From an optimization exercise on the open Yosys and OpenROAD flow, aimed at small area, a short achievable clock period and few clock cycles per item; shortcuts taken in it are not production practice. Only simulation tests tie the RTL to the original design; equivalence was not proved.

## flow/design.v (module list and top-level ports; edited modules follow where they fit)
// module ysyx_041461_CSA: 10 lines
// module ysyx_041461_PGn: 11 lines
// module ysyx_041461_PGp: 11 lines
// module ysyx_041461_HA: 9 lines
// module ysyx_041461_MUL: 1814 lines
module ysyx_041461_MUL(
    input  wire   [0:0]  clk             ,
    input  wire   [0:0]  rst             ,
    input  wire   [0:0]  MUL_valid_in    ,
    input  wire   [1:0]  MUL_signed      ,
    input  wire   [63:0] MUL_multiplicand,
    input  wire   [63:0] MUL_multiplier  ,
    output wire   [0:0]  MUL_valid_out   ,
    output wire   [63:0] MUL_result_hi   ,
    output wire   [63:0] MUL_result_lo
);
  // ...
==> flow/run.sh <==
#!/bin/bash
# synth_recipe.tcl (not shown) runs the flow's synth.tcl, then flattens the netlist and writes it again
# the make line also repeats each setting of config.mk as NAME=value (left out here)
make -C /OpenROAD-flow-scripts/flow DESIGN_CONFIG=/design/flow/config.mk WORK_HOME=/design/flow/orfs CLKGATE_MAP_FILE= SYNTH_SCRIPT=/design/flow/synth_recipe.tcl finish
==> flow/config.mk <==
export PLATFORM = sky130hd
export DESIGN_NAME = ysyx_041461_MUL
export DESIGN_NICKNAME = ysyx_041461_MUL
export VERILOG_FILES = /design/flow/design.v
export SDC_FILE = /design/flow/constraint.sdc
export NUM_CORES = 4
export LEC_CHECK = 0
export CAP_MARGIN = 20
export CELL_PAD_IN_SITES_DETAIL_PLACEMENT = 1
export CELL_PAD_IN_SITES_GLOBAL_PLACEMENT = 2
export CORE_MARGIN = 2
export CORE_UTILIZATION = 30
export CTS_CLUSTER_DIAMETER = 100
export CTS_CLUSTER_SIZE = 25
export SETUP_SLACK_MARGIN = 5
export SLEW_MARGIN = 20
export SYNTH_HIERARCHICAL = 1
==> flow/constraint.sdc <==
create_clock -name core_clock -period 8.0 [get_ports {clk}]
set_input_delay 1.6000 -clock core_clock [delete_from_list [all_inputs] [get_ports {clk}]]
set_output_delay 1.6000 -clock core_clock [all_outputs]
set_load 0.01 [all_outputs]
==> impl_results.md, run 1 <==
* Outcome: timing/DRC/antenna clean
* Cts bufs inserted at 26
* Routability cong. at roughly 0.84
* Die Wd at 294 µm
* Top Layer Used: met4
* Clock-pin slew on the worst setup and hold paths at 0.10 ns
* FF-to-FF path depth at 8
* Commonest non-fill, non-tap cell in the layout: dfxtp_1
* Peak Freq at 340 MHz
* RSZ-0062 raised after global routing: yes
* Fin. Hold Viols at 0
* Multi-input logic portion of the cell area at approximately 54%
* Post-CTS sizing at 177
* Gr ovfl total at 0
* Vias per cell at approximately 5
* Wire per inst at 24.8 µm
* Biggest Area Class: multi-input gates
* CTS max path bufs at 3
* Routing usage on met3 at between 1.5 and 2%
* Met3 routed WL at approximately 2.7 mm
* Met1 GRT Util at between 20% and 30%
* NonClk Buf Share at 9.33%
* CTS Hold Bufs at 0
* Maxcap violations at 0
* I/O pin total at 262
* Layout net count at about 2800
* Slowest-stage cell, CP: dfxtp_1
* Total Die Area at 86300 µm²
* TritonCTS clock tree: yes
* Antenna violations before repair at 6
* Initial drt markers at about 1100
* Antenna Cells at 2
* Placed inst area at 28000 µm²
* Crit. End Element: output port
* Mapped Cells at 2248
Testbench counts, summed over its fixed seeds: cycles 26,400, items 2,400.
==> run 2, diff against run 1 <==
--- a/flow/config.mk
+++ b/flow/config.mk
@@ -10,8 +10,6 @@
 export CELL_PAD_IN_SITES_GLOBAL_PLACEMENT = 2
 export CORE_MARGIN = 2
 export CORE_UTILIZATION = 30
-export CTS_CLUSTER_DIAMETER = 100
-export CTS_CLUSTER_SIZE = 25
 export SETUP_SLACK_MARGIN = 5
 export SLEW_MARGIN = 20
 export SYNTH_HIERARCHICAL = 1
==> run 2 against run 1 <==
  * Still clean on timing, DRC and antenna
  * Setup slack better by 0.017 ns
  * Final cell count up 1.5%
  * Via count up 1.1%
  * Routed wire length rose by 0.81%
  * First-iteration DRC count fell by 19%
  * Register-to-register slack better by 0.02 ns
  * Final area rose by 3.0%
  * Count of clock-buffer cells in the layout increased by 46
  * Synthesized cell count did not move
  * Utilization is 1.1 points higher
  * Critical endpoint unchanged
  * Highest routed layer unchanged
==> impl_results.md, run 2 <==
* CP Max Fanout at 2 (unchanged)
* Largest net degree at the start of global routing at 80 (unchanged)
* Buf/Inv on CP at 1 (unchanged)
* Most frequent cells in the layout: dfxtp_1, xnor2_1, fa_1, a22oi_1, a21oi_2 (unchanged)
* Slowest-stage cell, CP: dfxtp_1 (unchanged)
* Vias per cell at 4.99 (was 5.01)
* I/O pin total at 262 (unchanged)
* Die Wd at 294 µm (unchanged)
* Wire per inst at 24.7 µm (was 24.8 µm)
* DRC at 0 (unchanged)
* Core area at 83400 µm² (unchanged)
* Slew Limit Fails at 0 (unchanged)
* Total Die Area at 86300 µm² (unchanged)
* Mapped Cells at 2248 (unchanged)
* Fin. Hold Viols at 0 (unchanged)
* CTS sink cnt at 396 (unchanged)
* Mapped Area at 25200 µm² (unchanged)
* Placed inst area at 28000 µm² (unchanged)
* Initial drt markers at 891 (was 1094)
* Cts bufs inserted at 51 (was 26)
* Yosys warning count at 7 (unchanged)
* Gr ovfl total at 0 (unchanged)
* Largest registers: C (75), S (75), hi (66) (unchanged)
* Gr usage total at 19.8% (was 19.6%)
* Crit-path leading delay family: flip-flops (unchanged)
* Layout cells sized above 1 at 18.2% (was 17.0%)
* RSZ-0062 raised after global routing: no (was yes)
* Fin crit period at 2.93 ns (was 2.94 ns)
* Synthesis-to-layout area growth at 19.1% (was 15.6%)
* Via Count at 17400 (was 17200)
* Row cnt at 106 (unchanged)
* CTS Hold Bufs at 0 (unchanged)
* HPWL Detailed at 66.0 mm (unchanged)
* Clock skew at 0.0464 ns (was 0.0475 ns)
* Max incr delay on CP at 0.40 ns (was 0.41 ns)
* Layout net count at 2835 (was 2808)
* Final period util at 36.6% (was 36.8%)
* H-Tree Depth at 2 (was 1)
* First-pass GRT wire length at 129 mm (was 127 mm)
* Slew margin rel. at 38.7% (was 39.4%)
* Worst-Skew Late Latency at 0.62 ns (was 0.63 ns)
* Vias in the first global route at 19400 (was 19100)
* Hold Crit Class: reg2reg (unchanged)
* Crit path launch type: flip-flop (unchanged)
* Crit. End Element: output port (unchanged)
* Maxcap violations at 0 (unchanged)
* Slew @ Worst Pin at 0.920 ns (was 0.909 ns)
* Vert. Die Dim at 294 µm (unchanged)
* Detailed Routing Iterations Pass 1 at 5 (unchanged)
* Kind of critical path: reg2out (unchanged)
* PortBufs at 261 (unchanged)
* Post-Syn Area per Cell at 11.2 µm² (unchanged)
* Final-layout fill cell count at 9011 (was 9066)
* CP cell instances: dlygate4sd2_1 (unchanged)
* Setup_tns at 0 ns (unchanged)
* CP required at 6.40 ns (about the same)
* Outcome: timing/DRC/antenna clean (unchanged)
* Initial core utilization at 30.2% (unchanged)
* Drt total wl at 85.8 mm (was 85.1 mm)
* Antenna-violating nets left at 0 (unchanged)
* Routability cong. at 0.841 (unchanged)
* Post-layout instance area at 30000 µm² (was 29100 µm²)
* CTS max path bufs at 3 (unchanged)
* Root Buffer: clkbuf_16 (unchanged)
* TritonCTS clock tree: yes (unchanged)
* Clock-pin slew on the worst setup and hold paths at 0.06 ns (was 0.10 ns)
* Peak Freq at 342 MHz (was 340 MHz)
* Final setup viols at 0 (unchanged)
* End-of-flow core utilization at 36.0% (was 34.9%)
* Crit path DAT at 1.33 ns (was 1.34 ns)
* Commonest non-fill, non-tap cell in the layout: dfxtp_1 (unchanged)
* Antenna violations before repair at 6 (unchanged)
## run 2: cell types whose count changed in the layout (fill, tap and decap cells not counted), moves of 3 or more
cell / before / now
inv_6: 4 / 0
clkinv_2: 0 / 8
bufinv_16: 0 / 5
clkbuf_16: 26 / 51
clkbuf_8: 0 / 10
clkinvlp_4: 6 / 9
clkbuf_1: 3 / 14
buf_4: 18 / 21
clkinv_8: 6 / 1
## run 2: repair_timing
| item | CTS | global route |
|---|---|---|
| buffers inserted | 11 | 4 |
| pin swaps | 2 | 1 |
| gates resized for setup | 176 | 10 |
| setup endpoints to repair | 259 | 42 |
| cloned | 6 | 0 |
| endpoints found under the hold margin | 0 | 0 |
## run 2: cell type report
class	count	area, µm²	share of cell area, %
timing repair inverter	3	22.5	0.0751
clock buffer	75	1470	4.89
multi-input combinational	1584	15800	52.7
inverter	32	131	0.438
sequential	396	8180	27.3
antenna	2	5.00	0.0167
tap	1080	1350	4.51
clock inverter	20	298	0.993
timing repair buffer	288	2730	9.10
## run 2: worst paths after layout
check	startpoint	endpoint	slack [ns]	cells after the start
min in group asynchronous	rst[0]	ph[7]	1.39	3
max	Q[40]	MUL_result_lo[38]	5.07	1
min	ph[4]	ph[5]	0.35	0
min reg2reg	ph[4]	ph[5]	0.35	0
max in group asynchronous	rst[0]	sel_neg2[1]	6.26	3
max reg2reg	sel_one2[2]	C[56]	5.08	5
## run 2: stage by stage
| step | hold WS [ns] | std cells | setup slack [ns] |
|---|---|---|---|
| global route | 0.356 | 3479 | 5.00 |
| CTS | 0.350 | 3474 | 4.96 |
| finish | 0.348 | 3480 | 5.07 |
| floorplan | 0.329 | 2252 | 5.12 |
| detailed placement | 0.336 | 3362 | 4.35 |
| global placement | 0.333 | 3362 | 4.47 |
## run 2: layer usage
| layer | GRT usage, % | part of all wire [%] | vias to the layer above |
|---|---|---|---|
| met1 | 25.9 | 44 | 9120 |
| met5 | 0 | 0 | - |
| met2 | 35.0 | 51 | 345 |
| li1 | - | - | 7809 |
| met4 | 4.45 | 1.9 | 0 |
| met3 | 2.24 | 3.1 | 91 |
